What follows belongs to an exercise in optimizing a design on an open flow for small area, a short achievable clock period and few clock cycles per item; a production flow would make more cautious choices. Function was checked by simulation only, so behaviour that the tests miss may differ from the original.

## flow/design.v (module list and top-level ports; edited modules follow where they fit)
// module booth_multiplier: 602 lines
// module bm_fa: 4 lines
// module bm_ha: 4 lines
// module bm_cpa: 730 lines
// module bm_x: 3 lines
// module bm_xn: 3 lines
// module bm_gp: 4 lines
// module bm_aoi: 3 lines
// module bm_oai: 3 lines
// module bm_nand: 3 lines
// module bm_nor: 3 lines
// module bm_inv: 3 lines
module booth_multiplier #(
    parameter int N = 64
)(
    input  logic                    clk,
    input  logic                    rst,
    input  logic                    start,
    input  logic signed [N-1:0]     multiplicand,
    input  logic signed [N-1:0]     multiplier,
    output logic signed [(2*N)-1:0] product,
    output logic                    done
);
  // ...
==> flow/flow/run.sh <==
#!/bin/bash
# Own layout flow: the standard flow, with the port buffers made from
# sky130_fd_sc_hd__buf_1 cells instead of the default cell.
set -e
cp standard.sh standard_sh.txt
echo "export BUFFER_PORTS_ARGS = -buffer_cell sky130_fd_sc_hd__buf_1" >> config.mk
bash standard.sh > standard.log 2>&1
==> flow/standard.sh <==
#!/bin/bash
# synth_recipe.tcl (not shown) runs the flow's synth.tcl, then flattens the netlist and writes it again
# the make line also repeats each setting of config.mk as NAME=value (left out here)
make -C /OpenROAD-flow-scripts/flow DESIGN_CONFIG=/design/flow/config.mk WORK_HOME=/design/flow/orfs CLKGATE_MAP_FILE= SYNTH_SCRIPT=/design/flow/synth_recipe.tcl "${@:-finish}"
==> flow/config.mk <==
export PLATFORM = sky130hd
export DESIGN_NAME = booth_multiplier
export DESIGN_NICKNAME = booth_multiplier
export VERILOG_FILES = /design/flow/design.v
export SDC_FILE = /design/flow/constraint.sdc
export NUM_CORES = 4
export LEC_CHECK = 0
export CAP_MARGIN = 20
export CORE_MARGIN = 2
export CORE_UTILIZATION = 60
export SETUP_SLACK_MARGIN = 3.15
export SLEW_MARGIN = 20
export SYNTH_HIERARCHICAL = 1
export SYNTH_MINIMUM_KEEP_SIZE = 0
export BUFFER_PORTS_ARGS = -buffer_cell sky130_fd_sc_hd__buf_1
==> flow/constraint.sdc <==
create_clock -name core_clock -period 6.0 [get_ports {clk}]
set_input_delay 1.2000 -clock core_clock [delete_from_list [all_inputs] [get_ports {clk}]]
set_output_delay 1.2000 -clock core_clock [all_outputs]
set_load 0.01 [all_outputs]
==> summary.txt, run 1 <==
Detail Route met2 WL: 35600 µm
Most common cell after layout, fill and taps aside: xnor2_1
Status: timing/DRC/antenna clean
Critical Path Start: ng[2]
Total stage count of the critical path: 5
Antenna violations before repair: 1
Post-Syn Area: 0.02498 mm²
Area delta synth->final: 9.832%
Part of the cycle the worst path needs: 46.40%
Die H: 208.0 µm
Placed inst area: 0.02602 mm²
Non-clock buffering overhead in the final layout: 4.569%
Crit Path Max Fanout: 33
Starting density of the core: 61.04%
Clock sink count: 304
Dpl hpwl: 54760 µm
Worst path required time: 6440 ps
CLK BUF: 46
Top Usage Layer GRT: met2
Sequential cell area: 0.007538 mm²
GP Congestion: 0.9219
Clock latency on the worst-skew pair: 560 ps
Testbench counts, summed over its fixed seeds: cycles 2,880, items 288.
==> run 2, diff against run 1 <==
--- a/flow/config.mk
+++ b/flow/config.mk
@@ -7,8 +7,8 @@
 export LEC_CHECK = 0
 export CAP_MARGIN = 20
 export CORE_MARGIN = 2
-export CORE_UTILIZATION = 60
-export SETUP_SLACK_MARGIN = 3.15
+export CORE_UTILIZATION = 70
+export SETUP_SLACK_MARGIN = 3.25
 export SLEW_MARGIN = 20
 export SYNTH_HIERARCHICAL = 1
 export SYNTH_MINIMUM_KEEP_SIZE = 0
==> run 2 against run 1 <==
  * Still clean
  * Clock skew increased by 3.0 ps
  * Worst hold slack lost 12 ps
  * Sequential share of layout area down 0.29 points
  * Setup slack gained 60 ps
  * Cell area up 0.95%
  * Via count is 5.0% higher
==> summary.txt, run 2 <==
Layout cell share with drive strength beyond 1: 11.48% (was 9.528%)
Vias in the first global route: 20135 (was 18950)
Clock sink count: 304 (unchanged)
Max clock buf depth: 3 (unchanged)
Inserted Clock Buffers: 36 (unchanged)
Status: timing/DRC/antenna clean (unchanged)
Die width: 192.9 µm (was 208.0 µm)
Met3 Usage GRT: 8.329% (was 6.355%)
Row cnt: 69 (was 74)
DRC violations left: 0 (unchanged)
CP arrival: 3160 ps (was 3220 ps)
Via-per-instance ratio: 6.481 (was 6.049)
GP Congestion: 0.9346 (was 0.9219)
Post-Syn Area: 0.02498 mm² (unchanged)
Worst path required time: 6430 ps (was 6440 ps)
Clock latency on the worst-skew pair: 560 ps (about the same)
Synth warn: 7 (unchanged)
Syn Area/Cell: 10.49 µm² (unchanged)
Iteration-0 DRC Markers: 2090 (was 1616)
Worst r2r dst: C[13] (unchanged)
Grt ovf: 0 (unchanged)
Crit Path Max Fanout: 23 (was 33)
Part of the cycle the worst path needs: 45.40% (was 46.40%)
GRT met2 Usage: 66.20% (was 55.95%)
Dpl hpwl: 53240 µm (was 54760 µm)
Die Area: 0.03721 mm² (was 0.04328 mm²)
Final nets: 2950 (was 2938)
Max-cap violations: 0 (unchanged)
Pin count of the biggest net entering global routing: 65 (was 67)
Die H: 192.9 µm (was 208.0 µm)
Final setup viols: 0 (unchanged)
Reg-to-Reg Start: two[0] (was ng[2])
Setup Skew: 14.68 ps (was 11.68 ps)
DR pass1 iterations: 6 (unchanged)
TritonCTS clock tree: yes (unchanged)
H-tree depth: 2 (unchanged)
Critical Path End Type: flop (unchanged)
Synth Instances: 2381 (unchanged)
Routed vias: 19649 (was 18711)
DRT Wirelength: 76050 µm (was 74530 µm)
Critical Path Start: two[0] (was ng[2])
Worst Path Class, Setup: flop to flop (unchanged)
Setup_tns: 0 ps (unchanged)
Area delta synth->final: 10.87% (was 9.832%)
End point of the critical path: C[13] (unchanged)
Fmax: 367.1 MHz (was 359.2 MHz)
Core Box Area: 0.03540 mm² (was 0.04092 mm²)
Minimum clock period: 2724 ps (was 2784 ps)
Worst reg-to-reg path cell count: 6 (was 5)
Worst slew pin tran: 997.1 ps (was 1090 ps)
IO Pins: 260 (unchanged)
Met1 Usage GRT: 52.66% (was 46.91%)
All-Layer GR Usage: 41.06% (was 34.57%)
Drt wl/cell: 25.08 µm (was 24.10 µm)
Antenna violations before repair: 5 (was 1)
CTS root buf: clkbuf_16 (unchanged)
Most frequent cells in the layout: xnor2_1 (298), buf_1 (259), fa_1 (257), a22oi_1 (244), dfxtp_1 (155) (was xnor2_1 (300), buf_1 (259), fa_1 (257), a22oi_1 (252), nor2_1 (156))
Max-slew violation count: 0 (unchanged)
Slew HR: 33.53% (was 27.26%)
Hold Crit Class: primary input to asynchronous set/reset pin (unchanged)
Starting density of the core: 70.57% (was 61.04%)
FILL cells: 2405 (was 3317)
Clock Pin Slew Worst Setup and Hold Paths: 60 ps (about the same)
RSZ-0062 raised after global routing: true (unchanged)
CP startpoint kind: flop (unchanged)
First-pass GRT wire length: 114200 µm (was 114800 µm)
Most common cell after layout, fill and taps aside: xnor2_1 (unchanged)
Core Util, Final: 78.25% (was 67.04%)
Final Hold Fails: 0 (unchanged)
ANT nets after route: 0 (unchanged)
Port Buffers: 259 (unchanged)
Top Usage Layer GRT: met2 (unchanged)
[run 2: layer usage]
layer  vias up  share of wire, %
met5         -             0.051
met4         6               5.6
met3       283               9.4
met2      1254                47
met1      9785                38
li1       8321                 -
[run 2: worst max-delay path, cell delays in order, from the launching register on]
cell and delay (ps):
edfxtp_1 460, buf_6 220, a22oi_1 260, xnor2_1 180, fa_1 470, fa_1 560, fa_1 430
[run 2: timing repair]
| action | CTS | global route |
|---|---|---|
| cloned | 1 | 1 |
| setup endpoints to repair | 308 | 88 |
| gates resized for setup | 34 | 76 |
| buffers inserted | 11 | 2 |
| pin swaps | 1 | 3 |
| hold buffers | 0 | 0 |
[run 2: worst min-delay path by stage]
stage,startpoint,endpoint,cells after the start
detailed placement,done,done,2
finish,rst,busy,2
floorplan,cnt[1],cnt[1],2
global placement,cnt[1],cnt[1],2
global route,rst,busy,2
CTS,rst,done,2
[run 2: layout make-up]
type                    count  area, µm²  area share, %
diodes                      1      2.502       0.009035
clock buffers              52       1105          3.989
clock inverters            11      113.9         0.4111
inverters                 133      499.2          1.802
multi-input cells        1771      16430          59.31
flip-flops and latches    304       7531          27.19
well taps                 461      576.8          2.083
repair buffers            299       1441          5.204
[run 2: through the flow]
stage          worst slack, ps  cell area [µm²]  hold slack (ps)  instances
6_report                  3276            27700            486.9       3032
5_1_grt                   3211            27700            495.8       3032
3_5_place_dp              2573            25950            500.2       2953
2_1_floorplan             3380            24990            464.6       2384
4_1_cts                   3257            27420            470.3       3028
3_3_place_gp              2610            25950            478.6       2953
==> run 3, diff against run 2 <==
--- a/flow/config.mk
+++ b/flow/config.mk
@@ -7,7 +7,7 @@
 export LEC_CHECK = 0
 export CAP_MARGIN = 20
 export CORE_MARGIN = 2
-export CORE_UTILIZATION = 70
+export CORE_UTILIZATION = 60
 export SETUP_SLACK_MARGIN = 3.25
 export SLEW_MARGIN = 20
 export SYNTH_HIERARCHICAL = 1
==> run 3 against run 2 <==
  * Clock skew decreased by 4.0 ps
  * Maximum frequency increased by 1.2%
  * Worst hold slack better by 8.4 ps
  * Sequential share of layout area grew 0.11 points
  * Synthesized area did not move
  * Still clean on timing, DRC and antenna
  * Register-to-register slack better by 30 ps
  * Non-clock buffer count shrank 10
  * Via count is 4.2% lower
==> summary.txt, run 3 <==
Antenna violations before repair: 1 (was 5)
Die Area: 0.04328 mm² (was 0.03721 mm²)
Worst slew pin tran: 1092 ps (was 997.1 ps)
Layout cell share with drive strength beyond 1: 11.20% (was 11.48%)
ANT nets after route: 0 (unchanged)
Sequential cell area: 0.007547 mm² (was 0.007531 mm²)
Setup Skew: 10.67 ps (was 14.68 ps)
Syn Area/Cell: 10.49 µm² (unchanged)
Hold_ws: 495.3 ps (was 486.9 ps)
GRT met2 Usage: 55.95% (was 66.20%)
Routed vias: 18825 (was 19649)
Final nets: 2939 (was 2950)
Via-per-instance ratio: 6.084 (was 6.481)
DR pass1 iterations: 6 (unchanged)
Inserted Clock Buffers: 36 (unchanged)
CP cell instances: nor2_1 > nor2_2 > nand2_1 > nor2_1 > nand2_1 > nor2_1 > nand2_1 > o21ai_4 > a21oi_2 > xnor2_1 > mux2_1 (was buf_6 > a22oi_1 > xnor2_1 > fa_1 > fa_1 > fa_1)
Die width: 208.0 µm (was 192.9 µm)
Top Usage Layer GRT: met2 (unchanged)
Core Box Area: 0.04092 mm² (was 0.03540 mm²)
Final setup viols: 0 (unchanged)
Max-slew violation count: 0 (unchanged)
Part of the cycle the worst path needs: 44.87% (was 45.40%)
Vias in the first global route: 18960 (was 20135)
Fmax: 371.5 MHz (was 367.1 MHz)
Dpl hpwl: 54760 µm (was 53240 µm)
Row cnt: 74 (was 69)
Total stage count of the critical path: 11 (was 6)
CP max-delay cell: dfxtp_1 (was fa_1)
CP arrival: 3000 ps (was 3160 ps)
TritonCTS clock tree: yes (unchanged)
Worst Path Class, Setup: flop to flop (unchanged)
Hold Crit Class: primary input to asynchronous set/reset pin (unchanged)
Drt wl/cell: 24.36 µm (was 25.08 µm)
DRC violations left: 0 (unchanged)
WP buf/inv: 0 (was 1)
IO Pins: 260 (unchanged)
Crit path max-delay family: simple AND/OR/NAND/NOR gates (was adder cells)
Max stage delay on crit path: 470 ps (was 560 ps)
Clock latency on the worst-skew pair: 560 ps (about the same)
First-pass GRT wire length: 114900 µm (was 114200 µm)
Slew HR: 27.13% (was 33.53%)
Max clock buf depth: 3 (unchanged)
Synth warn: 7 (unchanged)
FILL cells: 3292 (was 2405)
Critical Path Start: C[16] (was two[0])
Clock Pin Slew Worst Setup and Hold Paths: 60 ps (about the same)
Design area: 0.02764 mm² (was 0.02770 mm²)
Die H: 208.0 µm (was 192.9 µm)
Most frequent cells in the layout: xnor2_1 (299), buf_1 (259), fa_1 (257), a22oi_1 (251), nand2_1 (152) (was xnor2_1 (298), buf_1 (259), fa_1 (257), a22oi_1 (244), dfxtp_1 (155))
End point of the critical path: M[59] (was C[13])
Setup_tns: 0 ps (unchanged)
Final Hold Fails: 0 (unchanged)
RSZ-0062 raised after global routing: true (unchanged)
H-tree depth: 2 (unchanged)
Critical Path End Type: flop (unchanged)
Worst path required time: 6310 ps (was 6430 ps)
Port Buffers: 259 (unchanged)
Synth Instances: 2381 (unchanged)
Minimum clock period: 2692 ps (was 2724 ps)
GP Congestion: 0.9219 (was 0.9346)
Status: timing/DRC/antenna clean (unchanged)
Most common cell after layout, fill and taps aside: xnor2_1 (unchanged)
Grt ovf: 0 (unchanged)
Iteration-0 DRC Markers: 1626 (was 2090)
CTS Hold Buffers Added: 0 (unchanged)
Ant. Diodes: 0 (was 1)
Post-Syn Area: 0.02498 mm² (unchanged)
Reg-to-Reg Start: C[16] (was two[0])
CP startpoint kind: flop (unchanged)
Pin count of the biggest net entering global routing: 67 (was 65)
DRT Wirelength: 75370 µm (was 76050 µm)
Worst reg-to-reg path cell count: 11 (was 6)
Placed inst area: 0.02602 mm² (was 0.02595 mm²)
Multi-input logic area: 0.01637 mm² (was 0.01643 mm²)
Met3 Usage GRT: 6.460% (was 8.329%)
Worst r2r dst: M[59] (was C[13])
Starting density of the core: 61.04% (was 70.57%)
Max-cap violations: 0 (unchanged)
Crit Path Max Fanout: 4 (was 23)
Met1 Usage GRT: 46.85% (was 52.66%)
CTS root buf: clkbuf_16 (unchanged)
All-Layer GR Usage: 34.60% (was 41.06%)
Area delta synth->final: 10.66% (was 10.87%)
Clock sink count: 304 (unchanged)
[run 3: final cells by class]
cell class,count,area share (%)
Clock buffer,46,3.594
Clock inverter,20,0.7966
Inverter,133,1.806
Multi-Input combinational cell,1770,59.21
Sequential cell,304,27.30
Tap cell,532,2.408
Timing Repair Buffer,289,4.884
[run 3: through the flow]
stage,util (%),instances,setup WS (ps)
4_1_cts,66.94,3091,3257
3_3_place_gp,63.57,3020,2594
2_1_floorplan,-,2384,3380
3_5_place_dp,63.58,3020,2522
5_1_grt,67.55,3094,3166
6_report,67.55,3094,3308
[run 3: repair_timing]
item	CTS	global route
buffers inserted	4	2
pin swaps	1	3
gates resized for setup	27	68
cloned	1	1
endpoints found under the setup margin	178	114
[run 3: worst min-delay path by stage]
stage	end	cells after the start	slack [ps]	start
after floorplan	cnt[1]	2	460	cnt[1]
after global placement	cnt[1]	2	480	cnt[1]
after detailed placement	cnt[2]	2	500	cnt[2]
after CTS	done	2	480	rst
after global routing	done	2	500	rst
final	done	2	500	rst
[run 3: layer usage]
layer  share of wire (%)  wire length (µm)
met5               0.017                13
met4                 3.6              2741
met3                 8.0              6064
met2                  48             35940
met1                  41             30620
==> run 4, diff against run 3 <==
--- a/flow/config.mk
+++ b/flow/config.mk
@@ -8,7 +8,7 @@
 export CAP_MARGIN = 20
 export CORE_MARGIN = 2
 export CORE_UTILIZATION = 60
-export SETUP_SLACK_MARGIN = 3.25
+export SETUP_SLACK_MARGIN = 3.4
 export SLEW_MARGIN = 20
 export SYNTH_HIERARCHICAL = 1
 export SYNTH_MINIMUM_KEEP_SIZE = 0
==> run 4 against run 3 <==
  * Still clean
  * Clock skew rose by 3.0 ps
  * Synthesized area unchanged
  * Die area is the same
  * Setup slack got worse by 0.56 ps
  * First-iteration DRC count up 14%
  * Synthesized cell count stayed put
  * Final cell count up 3.1%
  * Global-route usage rose by 1.5 points
  * Via count grew 4.2%
  * Maximum frequency barely moved
  * Sequential cell count did not move
  * Utilization increased by 4.9 points
  * Critical path type is now flop to primary output
==> summary.txt, run 4 <==
Critical Path End Type: primary output (was flop)
Worst slew pin tran: 1101 ps (was 1092 ps)
Synth warn: 7 (unchanged)
Hold_ws: 496.7 ps (was 495.3 ps)
Clock sink count: 304 (unchanged)
First-pass GRT wire length: 118900 µm (was 114900 µm)
Row cnt: 74 (unchanged)
Max clock buf depth: 3 (unchanged)
Worst reg-to-reg path cell count: 6 (was 11)
Routed vias: 19607 (was 18825)
Setup Skew: 13.65 ps (was 10.67 ps)
Via-per-instance ratio: 6.148 (was 6.084)
Slew HR: 26.54% (was 27.13%)
Worst Path Class, Setup: flop to primary output (was flop to flop)
Final Hold Fails: 0 (unchanged)
Max-slew violation count: 0 (unchanged)
Grt ovf: 0 (unchanged)
Antenna violations before repair: 2 (was 1)
Most common cell after layout, fill and taps aside: xnor2_1 (unchanged)
CP startpoint kind: flop (unchanged)
CP arrival: 1490 ps (was 3000 ps)
Syn Area/Cell: 10.49 µm² (unchanged)
H-tree depth: 2 (unchanged)
DR pass1 iterations: 5 (was 6)
Port Buffers: 259 (unchanged)
Core Box Area: 0.04092 mm² (unchanged)
Max-cap violations: 0 (unchanged)
GP Congestion: 0.9219 (unchanged)
Drt wl/cell: 25.36 µm (was 24.36 µm)
Final nets: 3034 (was 2939)
Starting density of the core: 61.04% (unchanged)
Part of the cycle the worst path needs: 44.88% (was 44.87%)
Worst path required time: 4800 ps (was 6310 ps)
Fmax: 371.4 MHz (was 371.5 MHz)
Die width: 208.0 µm (unchanged)
Synth Instances: 2381 (unchanged)
Hold Crit Class: primary input to asynchronous set/reset pin (unchanged)
Post-Syn Area: 0.02498 mm² (unchanged)
Die Area: 0.04328 mm² (unchanged)
Crit Path Max Fanout: 6 (was 4)
Minimum clock period: 2693 ps (was 2692 ps)
Die H: 208.0 µm (unchanged)
Area delta synth->final: 18.72% (was 10.66%)
Vias in the first global route: 19668 (was 18960)
Setup_tns: 0 ps (unchanged)
Inserted Clock Buffers: 36 (unchanged)
Ant. Diodes: 0 (unchanged)
TritonCTS clock tree: yes (unchanged)
Clock latency on the worst-skew pair: 570 ps (was 560 ps)
Iteration-0 DRC Markers: 1861 (was 1626)
Most frequent cells in the layout: xnor2_1 (288), buf_1 (259), fa_1 (211), a22oi_1 (202), nand2_1 (145) (was xnor2_1 (299), buf_1 (259), fa_1 (257), a22oi_1 (251), nand2_1 (152))
Dpl hpwl: 54760 µm (unchanged)
Clock Pin Slew Worst Setup and Hold Paths: 60 ps (about the same)
Pin count of the biggest net entering global routing: 67 (unchanged)
All-Layer GR Usage: 36.06% (was 34.60%)
DRT Wirelength: 80880 µm (was 75370 µm)
Final setup viols: 0 (unchanged)
RSZ-0062 raised after global routing: true (unchanged)
CTS root buf: clkbuf_16 (unchanged)
DRC violations left: 0 (unchanged)
IO Pins: 260 (unchanged)
Status: timing/DRC/antenna clean (unchanged)
ANT nets after route: 0 (unchanged)
Layout cell share with drive strength beyond 1: 23.90% (was 11.20%)
==> run 4: metal layers <==
| layer | GRT usage (%) | vias to the layer above | routed length [µm] |
|---|---|---|---|
| met4 | 15.21 | 4 | 3761 |
| li1 | - | 8517 | - |
| met5 | 0 | - | 26 |
| met2 | 58.16 | 994 | 38420 |
| met1 | 47.03 | 9838 | 31740 |
| met3 | 8.196 | 254 | 6936 |
==> run 4: final timing paths <==
path,from,end,slack (ps)
min in group core_clock,cnt[2],cnt[2],510
worst min-delay path,rst,done,500
max in group asynchronous,rst,fin,5320
worst max-delay path,M[41],product[105],3310
worst min register to register,cnt[2],cnt[2],510
worst max register to register,firstc,C[4],3310
==> run 4: layout make-up <==
cell class,instances,area [µm²]
repair buffers,384,2436
fillers,3058,11270
multi-input cells,1770,17260
clock inverters,20,220.2
inverters,133,499.2
flip-flops and latches,304,7579
well taps,532,665.6
clock buffers,46,993.5
==> run 4: metrics by stage <==
| stage | area [µm²] | instances | setup WS (ps) | util [%] |
|---|---|---|---|---|
| 2_1_floorplan | 24990 | 2384 | 3380 | - |
| 5_1_grt | 29660 | 3189 | 3255 | 72.47 |
| 4_1_cts | 28240 | 3128 | 3318 | 69.01 |
| 3_3_place_gp | 26020 | 3020 | 2594 | 63.57 |
| 6_report | 29660 | 3189 | 3307 | 72.47 |
| 3_5_place_dp | 26020 | 3020 | 2522 | 63.58 |
==> run 4: what timing repair did <==
item,CTS,global route
pin swaps,47,117
gates resized for setup,166,259
setup endpoints to repair,236,157
setup buffers,38,57
cloned,4,4
hold buffers,0,0
==> run 4: worst max-delay path, cell delays in order (launching register included) <==
cell	delay [ps]
edfxtp_1	520
clkbuf_2	240
buf_1	170
==> run 5, diff against run 4 <==
--- a/flow/config.mk
+++ b/flow/config.mk
@@ -8,7 +8,7 @@
 export CAP_MARGIN = 20
 export CORE_MARGIN = 2
 export CORE_UTILIZATION = 60
-export SETUP_SLACK_MARGIN = 3.4
+export SETUP_SLACK_MARGIN = 3.3
 export SLEW_MARGIN = 20
 export SYNTH_HIERARCHICAL = 1
 export SYNTH_MINIMUM_KEEP_SIZE = 0
==> run 5 against run 4 <==
  * Die area is the same
  * Clock skew shrank 3.9 ps
  * Global-route usage shrank 1.4 points
  * Synthesized area is the same
  * Critical path type is now flop to flop
==> summary.txt, run 5 <==
Max clock buf depth: 3 (unchanged)
DR pass1 iterations: 8 (was 5)
Die Area: 0.04328 mm² (unchanged)
Row cnt: 74 (unchanged)
Final Hold Fails: 0 (unchanged)
Max stage delay on crit path: 740 ps (was 520 ps)
Post-Syn Area: 0.02498 mm² (unchanged)
CP max-delay cell: dfxtp_4 (was edfxtp_1)
Via-per-instance ratio: 6.101 (was 6.148)
Worst path required time: 6440 ps (was 4800 ps)
Most frequent cells in the layout: xnor2_1 (298), buf_1 (259), fa_1 (253), a22oi_1 (241), nand2_1 (152) (was xnor2_1 (288), buf_1 (259), fa_1 (211), a22oi_1 (202), nand2_1 (145))
First-pass GRT wire length: 115000 µm (was 118900 µm)
Area delta synth->final: 11.93% (was 18.72%)
Slew HR: 28.62% (was 26.54%)
Worst slew pin tran: 1070 ps (was 1101 ps)
Final setup viols: 0 (unchanged)
Clock Pin Slew Worst Setup and Hold Paths: 60 ps (about the same)
CP cell instances: xnor2_1 > fa_1 > fa_1 > fa_1 (was clkbuf_2 > buf_1)
Placed inst area: 0.02602 mm² (unchanged)
Dpl hpwl: 54760 µm (unchanged)
DRT Wirelength: 76100 µm (was 80880 µm)
Grt ovf: 0 (unchanged)
CP arrival: 3080 ps (was 1490 ps)
TritonCTS clock tree: yes (unchanged)
Most common cell after layout, fill and taps aside: xnor2_1 (unchanged)
Setup_tns: 0 ps (unchanged)
Core Util, Final: 68.32% (was 72.47%)
Clock sink count: 304 (unchanged)
Fmax: 377.9 MHz (was 371.4 MHz)
Syn Area/Cell: 10.49 µm² (unchanged)
CP startpoint kind: flop (unchanged)
Port Buffers: 259 (unchanged)
Max-cap violations: 0 (unchanged)
Design area: 0.02796 mm² (was 0.02966 mm²)
Synth warn: 7 (unchanged)
Hold Crit Class: primary input to asynchronous set/reset pin (unchanged)
Crit Path Max Fanout: 32 (was 6)
Inserted Clock Buffers: 36 (unchanged)
Critical Path End Type: flop (was primary output)
Antenna violations before repair: 1 (was 2)
RSZ-0062 raised after global routing: true (unchanged)
Minimum clock period: 2646 ps (was 2693 ps)
Part of the cycle the worst path needs: 44.10% (was 44.88%)
Routed vias: 18939 (was 19607)
Crit path max-delay family: adder cells (was flip-flops)
Setup Skew: 9.735 ps (was 13.65 ps)
ANT nets after route: 0 (unchanged)
Vias in the first global route: 19003 (was 19668)
Core Box Area: 0.04092 mm² (unchanged)
Worst Path Class, Setup: flop to flop (was flop to primary output)
CP dominant cell by count: fa_1
Layout cell share with drive strength beyond 1: 13.57% (was 23.90%)
Iteration-0 DRC Markers: 1704 (was 1861)
Die width: 208.0 µm (unchanged)
All-Layer GR Usage: 34.63% (was 36.06%)
Die H: 208.0 µm (unchanged)
Synth Instances: 2381 (unchanged)
Hold_ws: 500.8 ps (was 496.7 ps)
WP buf/inv: 0 (was 2)
Drt wl/cell: 24.52 µm (was 25.36 µm)
Final nets: 2949 (was 3034)
Max-slew violation count: 0 (unchanged)
Clock latency on the worst-skew pair: 560 ps (was 570 ps)
Starting density of the core: 61.04% (unchanged)
GP Congestion: 0.9219 (unchanged)
Ant. Diodes: 0 (unchanged)
IO Pins: 260 (unchanged)
Status: timing/DRC/antenna clean (unchanged)
Pin count of the biggest net entering global routing: 67 (unchanged)
CTS root buf: clkbuf_16 (unchanged)
DRC violations left: 0 (unchanged)
H-tree depth: 2 (unchanged)
-- run 5: changes by cell type in the layout (fill, tap and decap cells not counted), moves of 26 or more --
cell,delta
a22oi_1,+39
a22oi_2,-39
nor2_1,+26
buf_4,-51
mux2_1,+26
fa_1,+42
fa_2,-42
-- run 5: path summary, 6_finish.rpt --
kind	to	cells after the start	slack, ps	from
min in group core_clock	cnt[2]	2	520	cnt[2]
max in group asynchronous	fin	2	5310	rst
worst min register to register	cnt[2]	2	520	cnt[2]
worst min-delay path	done	2	500	rst
worst max-delay path	C[42]	4	3350	ngb[3]
worst max register to register	C[42]	4	3350	ngb[3]
-- run 5: layout make-up --
type / count / area, µm²
multi-input combinational: 1770 / 16520
sequential: 304 / 7561
inverter: 133 / 499.2
clock buffer: 46 / 993.5
tap: 532 / 665.6
timing repair buffer: 299 / 1503
fill: 3245 / 12960
clock inverter: 20 / 220.2
-- run 5: metrics by stage --
stage,setup WS (ps),cells
2_1_floorplan,3380,2384
3_3_place_gp,2594,3020
3_5_place_dp,2522,3020
4_1_cts,3304,3091
5_1_grt,3237,3104
6_report,3354,3104
-- run 5: repair_timing --
action,CTS,global route
endpoints found under the setup margin,219,99
cloned,1,1
resized for setup,42,119
pin swaps,1,13
hold buffers,0,0
setup buffers,4,12
-- run 5: routing by layer --
metal / vias up / wire [µm] / GRT usage (%)
met5: - / 13 / 0
li1: 8342 / - / -
met4: 2 / 2797 / 12.33
met2: 913 / 36320 / 56.07
met1: 9511 / 30780 / 46.81
met3: 171 / 6186 / 6.506
==> run 6, diff against run 5 <==
--- a/flow/config.mk
+++ b/flow/config.mk
@@ -8,6 +8,7 @@
 export CAP_MARGIN = 20
 export CORE_MARGIN = 2
 export CORE_UTILIZATION = 60
+export PLACE_DENSITY = 0.7
 export SETUP_SLACK_MARGIN = 3.3
 export SLEW_MARGIN = 20
 export SYNTH_HIERARCHICAL = 1
==> run 6 against run 5 <==
  * Still clean on timing, DRC and antenna
  * Die area stayed put
  * Cell area down 0.13%
  * Maximum frequency fell by 0.67%
  * Count of clock-buffer cells in the layout grew 12
  * Final cell count increased by 0.32%
  * Critical path depth increased by 2
  * Utilization fell by 0.092 points
  * Synthesized cell count unchanged
  * Non-clock buffer count grew 9
  * Highest routed layer unchanged
==> summary.txt, run 6 <==
Antenna violations before repair: 1 (unchanged)
GP Congestion: 0.9425 (was 0.9219)
CTS root buf: clkbuf_16 (unchanged)
Via-per-instance ratio: 6.136 (was 6.101)
Hold_ws: 479.9 ps (was 500.8 ps)
Max-slew violation count: 0 (unchanged)
DRT Wirelength: 74620 µm (was 76100 µm)
Setup_tns: 0 ps (unchanged)
Fmax: 375.4 MHz (was 377.9 MHz)
Worst path required time: 6440 ps (about the same)
FILL cells: 3264 (was 3245)
Status: timing/DRC/antenna clean (unchanged)
Post-Syn Area: 0.02498 mm² (unchanged)
Setup Skew: 23.41 ps (was 9.735 ps)
Clock latency on the worst-skew pair: 570 ps (was 560 ps)
All-Layer GR Usage: 33.94% (was 34.63%)
Worst reg-to-reg path cell count: 6 (was 4)
RSZ-0062 raised after global routing: true (unchanged)
Slew HR: 31.81% (was 28.62%)
Most frequent cells in the layout: xnor2_1 (299), buf_1 (259), fa_1 (255), a22oi_1 (247), nand2_1 (152) (was xnor2_1 (298), buf_1 (259), fa_1 (253), a22oi_1 (241), nand2_1 (152))
Drt wl/cell: 23.96 µm (was 24.52 µm)
Vias in the first global route: 19366 (was 19003)
Worst Path Class, Setup: flop to flop (unchanged)
Sequential cell area: 0.007545 mm² (was 0.007561 mm²)
Routed vias: 19107 (was 18939)
Row cnt: 74 (unchanged)
Multi-input logic area: 0.01639 mm² (was 0.01652 mm²)
Core Box Area: 0.04092 mm² (unchanged)
Minimum clock period: 2664 ps (was 2646 ps)
Worst r2r dst: C[58] (was C[42])
Worst slew pin tran: 1023 ps (was 1070 ps)
Synth Instances: 2381 (unchanged)
Final Hold Fails: 0 (unchanged)
ANT nets after route: 0 (unchanged)
TritonCTS clock tree: yes (unchanged)
Pin count of the biggest net entering global routing: 66 (was 67)
Critical Path Start: twob[2] (was ngb[3])
Port Buffers: 259 (unchanged)
Area delta synth->final: 11.78% (was 11.93%)
Final setup viols: 0 (unchanged)
Grt ovf: 0 (unchanged)
Most common cell after layout, fill and taps aside: xnor2_1 (unchanged)
Clock Pin Slew Worst Setup and Hold Paths: 60 ps (about the same)
First-pass GRT wire length: 113600 µm (was 115000 µm)
Final nets: 2958 (was 2949)
IO Pins: 260 (unchanged)
Die H: 208.0 µm (unchanged)
Max-cap violations: 0 (unchanged)
Dpl hpwl: 53620 µm (was 54760 µm)
Syn Area/Cell: 10.49 µm² (unchanged)
Synth warn: 7 (unchanged)
Max clock buf depth: 3 (unchanged)
CTS Hold Buffers Added: 0 (unchanged)
Iteration-0 DRC Markers: 1808 (was 1704)
Part of the cycle the worst path needs: 44.40% (was 44.10%)
Hold Crit Class: primary input to asynchronous set/reset pin (unchanged)
CP startpoint kind: flop (unchanged)
Reg-to-Reg Start: twob[2] (was ngb[3])
Starting density of the core: 61.04% (unchanged)
Die width: 208.0 µm (unchanged)
Critical Path End Type: flop (unchanged)
CP arrival: 3110 ps (was 3080 ps)
Die Area: 0.04328 mm² (unchanged)
Clock sink count: 304 (unchanged)
DRC violations left: 0 (unchanged)
DR pass1 iterations: 6 (was 8)
End point of the critical path: C[58] (was C[42])
H-tree depth: 2 (unchanged)
Crit Path Max Fanout: 32 (unchanged)
Layout cell share with drive strength beyond 1: 11.70% (was 13.57%)
Inserted Clock Buffers: 37 (was 36)
run 6: how the worst min path moves through the flow:
| stage | to | slack [ps] | depth (start not counted) | from |
|---|---|---|---|---|
| 2_1_floorplan | cnt[1] | 460 | 2 | cnt[1] |
| 3_5_place_dp | cnt[0] | 510 | 2 | cnt[0] |
| 6_report | done | 480 | 2 | rst |
| 5_1_grt | first | 500 | 2 | rst |
| 3_3_place_gp | cnt[1] | 480 | 2 | cnt[1] |
| 4_1_cts | first | 460 | 2 | rst |
run 6: repair_timing:
item,CTS,global route
cloned,0,0
gates resized for setup,31,75
pin swaps,1,3
buffers inserted,9,16
endpoints found under the setup margin,174,162
run 6: through the flow:
step                utilization, %  instance area, µm²  setup WS [ps]  std cells
floorplan                        -               24990           3380       2384
global placement             63.59               26020           2577       3021
detailed placement           63.60               26030           2529       3021
CTS                          67.17               27490           3296       3097
global route                 68.22               27920           3234       3113
finish                       68.23               27920           3336       3114
run 6: per-layer routing:
layer	routed length (µm)	track usage, %	vias to the layer above
met5	13	0	-
met1	30090	45.99	9607
li1	-	-	8349
met3	6264	5.555	172
met2	35260	55.16	977
met4	2994	12.77	2
run 6: area by class of cell:
type	instances	share of cell area, %
Antenna cell	1	0.008962
Clock buffer	58	4.123
Clock inverter	9	0.3719
Inverter	133	1.788
Multi-Input combinational cell	1769	58.70
Sequential cell	304	27.02
Tap cell	532	2.384
Timing Repair Buffer	308	5.606
run 6: worst max-delay path, cell delays in order (launching register included):
cell,delay [ps]
dfxtp_1,330
clkbuf_8,330
a22oi_1,170
xnor2_1,280
fa_1,480
fa_1,520
fa_1,420
==> run 7, diff against run 6 <==
--- a/flow/config.mk
+++ b/flow/config.mk
@@ -7,8 +7,7 @@
 export LEC_CHECK = 0
 export CAP_MARGIN = 20
 export CORE_MARGIN = 2
-export CORE_UTILIZATION = 60
-export PLACE_DENSITY = 0.7
+export CORE_UTILIZATION = 50
 export SETUP_SLACK_MARGIN = 3.3
 export SLEW_MARGIN = 20
 export SYNTH_HIERARCHICAL = 1
==> run 7 against run 6 <==
  * Die area rose by 20%
  * Cell area rose by 0.48%
  * Non-clock buffer count fell by 8
  * Maximum frequency fell by 0.31%
  * Worst hold slack improved by 4.2 ps
  * Synthesized area did not move
  * Sequential share of layout area fell by 0.13 points
  * Clock skew fell by 8.5 ps
  * Setup slack got worse by 8.2 ps
==> summary.txt, run 7 <==
Most common cell after layout, fill and taps aside: xnor2_1 (unchanged)
Hold_ws: 484.1 ps (was 479.9 ps)
ANT nets after route: 0 (unchanged)
CP max-delay cell: dfxtp_4 (was fa_1)
Synth warn: 7 (unchanged)
CTS Hold Buffers Added: 0 (unchanged)
Clock latency on the worst-skew pair: 560 ps (was 570 ps)
Via-per-instance ratio: 5.782 (was 6.136)
Setup_tns: 0 ps (unchanged)
Starting density of the core: 50.82% (was 61.04%)
Crit Path Max Fanout: 17 (was 32)
Clock sink count: 304 (unchanged)
Area delta synth->final: 12.31% (was 11.78%)
Design area: 0.02806 mm² (was 0.02792 mm²)
Setup Skew: 14.86 ps (was 23.41 ps)
Final nets: 2951 (was 2958)
CP cell instances: buf_8 > a22oi_1 > xnor2_1 > fa_1 > fa_1 > fa_1 (was clkbuf_8 > a22oi_1 > xnor2_1 > fa_1 > fa_1 > fa_1)
RSZ-0062 raised after global routing: true (unchanged)
Port Buffers: 259 (unchanged)
Layout cell share with drive strength beyond 1: 12.19% (was 11.70%)
Syn Area/Cell: 10.49 µm² (unchanged)
Pin count of the biggest net entering global routing: 74 (was 66)
CP dominant cell by count: fa_1 (unchanged)
Post-Syn Area: 0.02498 mm² (unchanged)
Worst slew pin tran: 1062 ps (was 1023 ps)
Max stage delay on crit path: 530 ps (was 520 ps)
Hold Crit Class: primary input to asynchronous set/reset pin (unchanged)
Inserted Clock Buffers: 38 (was 37)
CP startpoint kind: flop (unchanged)
Pre-CTS setup slack: 2478 ps (was 2529 ps)
Vias in the first global route: 18879 (was 19366)
Synth Instances: 2381 (unchanged)
Worst Path Class, Setup: flop to flop (unchanged)
Most frequent cells in the layout: xnor2_1 (300), buf_1 (259), fa_1 (254), a22oi_1 (242), nand2_1 (152) (was xnor2_1 (299), buf_1 (259), fa_1 (255), a22oi_1 (247), nand2_1 (152))
Row cnt: 81 (was 74)
Drt wl/cell: 23.78 µm (was 23.96 µm)
Critical Path End Type: flop (unchanged)
IO Pins: 260 (unchanged)
Die Area: 0.05177 mm² (was 0.04328 mm²)
Fmax: 374.3 MHz (was 375.4 MHz)
CP arrival: 3110 ps (about the same)
FILL cells: 4316 (was 3264)
Placed inst area: 0.02619 mm² (was 0.02603 mm²)
GP Congestion: 0.9094 (was 0.9425)
Final worst slack: 3328 ps (was 3336 ps)
Dpl hpwl: 56130 µm (was 53620 µm)
Max-slew violation count: 0 (unchanged)
DRC violations left: 0 (unchanged)
Part of the cycle the worst path needs: 44.53% (was 44.40%)
Max clock buf depth: 3 (unchanged)
All-Layer GR Usage: 29.79% (was 33.94%)
Crit path max-delay family: adder cells (unchanged)
Ant. Diodes: 0 (was 1)
Iteration-0 DRC Markers: 1493 (was 1808)
Routed vias: 18728 (was 19107)
Clock Pin Slew Worst Setup and Hold Paths: 60 ps (about the same)
Grt ovf: 0 (unchanged)
Status: timing/DRC/antenna clean (unchanged)
First-pass GRT wire length: 115500 µm (was 113600 µm)
Antenna violations before repair: 1 (unchanged)
CTS root buf: clkbuf_16 (unchanged)
Max-cap violations: 0 (unchanged)
H-tree depth: 2 (unchanged)
Final setup viols: 0 (unchanged)
Placed Cells: 3153 (was 3021)
Core Util, Final: 57.08% (was 68.23%)
Slew HR: 29.20% (was 31.81%)
Die width: 227.5 µm (was 208.0 µm)
Die H: 227.5 µm (was 208.0 µm)
Core Box Area: 0.04915 mm² (was 0.04092 mm²)
Final Hold Fails: 0 (unchanged)
TritonCTS clock tree: yes (unchanged)
Worst path required time: 6440 ps (about the same)
WP buf/inv: 1 (unchanged)
Minimum clock period: 2672 ps (was 2664 ps)
DR pass1 iterations: 6 (unchanged)
DRT Wirelength: 77030 µm (was 74620 µm)
Non-filler cells, final: 3239 (was 3114)
run 7: what timing repair did:
item / CTS / global route
setup buffers: 12 / 5
pin swaps: 0 / 5
gates resized for setup: 28 / 96
endpoints found under the setup margin: 182 / 109
run 7: final cells by class:
cell class | instances | area, µm² | share of cell area (%)
flip-flops and latches | 304 | 7545 | 26.89
repair buffers | 300 | 1468 | 5.231
clock inverters | 15 | 207.7 | 0.7403
multi-input cells | 1769 | 16440 | 58.61
clock buffers | 54 | 1062 | 3.786
inverters | 133 | 499.2 | 1.779
well taps | 664 | 830.8 | 2.961
run 7: worst paths after layout:
path | startpoint | to | slack (ps) | depth (start not counted)
worst max-delay path | twob[0] | C[25] | 3330 | 6
worst min-delay path | rst | busy | 480 | 2
worst max register to register | twob[0] | C[25] | 3330 | 6
worst min register to register | done | done | 510 | 2
max in group asynchronous | rst | first | 5330 | 2
min in group core_clock | done | done | 510 | 2
run 7: per-layer routing:
| layer | up-vias | share of wire, % | GRT usage [%] |
|---|---|---|---|
| li1 | 8326 | - | - |
| met1 | 9496 | 43 | 41.28 |
| met2 | 798 | 48 | 48.81 |
| met3 | 106 | 6.6 | 4.608 |
| met4 | 2 | 2.5 | 7.927 |
| met5 | - | 0.012 | 0 |

-- what the ideal ports hide --
No port has a modelled driver above. Below, the same layouts with a new extraction and two added sets of constraints. Step 1 (the two cells are an assumption about what drives the block):
set clk [get_ports {clk}]
set_driving_cell -lib_cell sky130_fd_sc_hd__clkbuf_16 $clk
set_driving_cell -lib_cell sky130_fd_sc_hd__buf_2 [delete_from_list [all_inputs] $clk]
Step 2 also shifts input and output timing later by t, the mid clock arrival at the registers, as if the neighbouring blocks saw the same clock. a / b / c = ideal / step 1 / step 2; a / b = the first two.
run	t (ns)	slack for setup (ns)	hold WS [ns]	worst setup path after step 2	latest minus earliest clock arrival (ns)
run 1	0.616	3.216 / 3.216 / 2.671	0.499 / 0.461 / 0.516	input to register	0.012 / 0.012
run 2	0.609	3.276 / 3.276 / 2.998	0.487 / 0.472 / 0.524	input to register	0.014 / 0.015
run 3	0.615	3.308 / 3.308 / 2.950	0.495 / 0.457 / 0.516	input to register	0.011 / 0.012
run 4	0.623	3.307 / 3.250 / 2.964	0.497 / 0.459 / 0.514	input to register	0.014 / 0.014
run 5	0.615	3.354 / 3.313 / 2.953	0.501 / 0.462 / 0.515	input to register	0.009 / 0.009
run 6	0.617	3.336 / 3.329 / 2.938	0.480 / 0.464 / 0.515	input to register	0.024 / 0.023
run 7	0.615	3.328 / 3.328 / 2.910	0.484 / 0.465 / 0.509	input to register	0.016 / 0.015
After both steps every run listed still meets setup and hold. For run 1, which loses most, drivers alone change the setup slack by 0.000 ns; drivers and shift together by -0.545 ns.
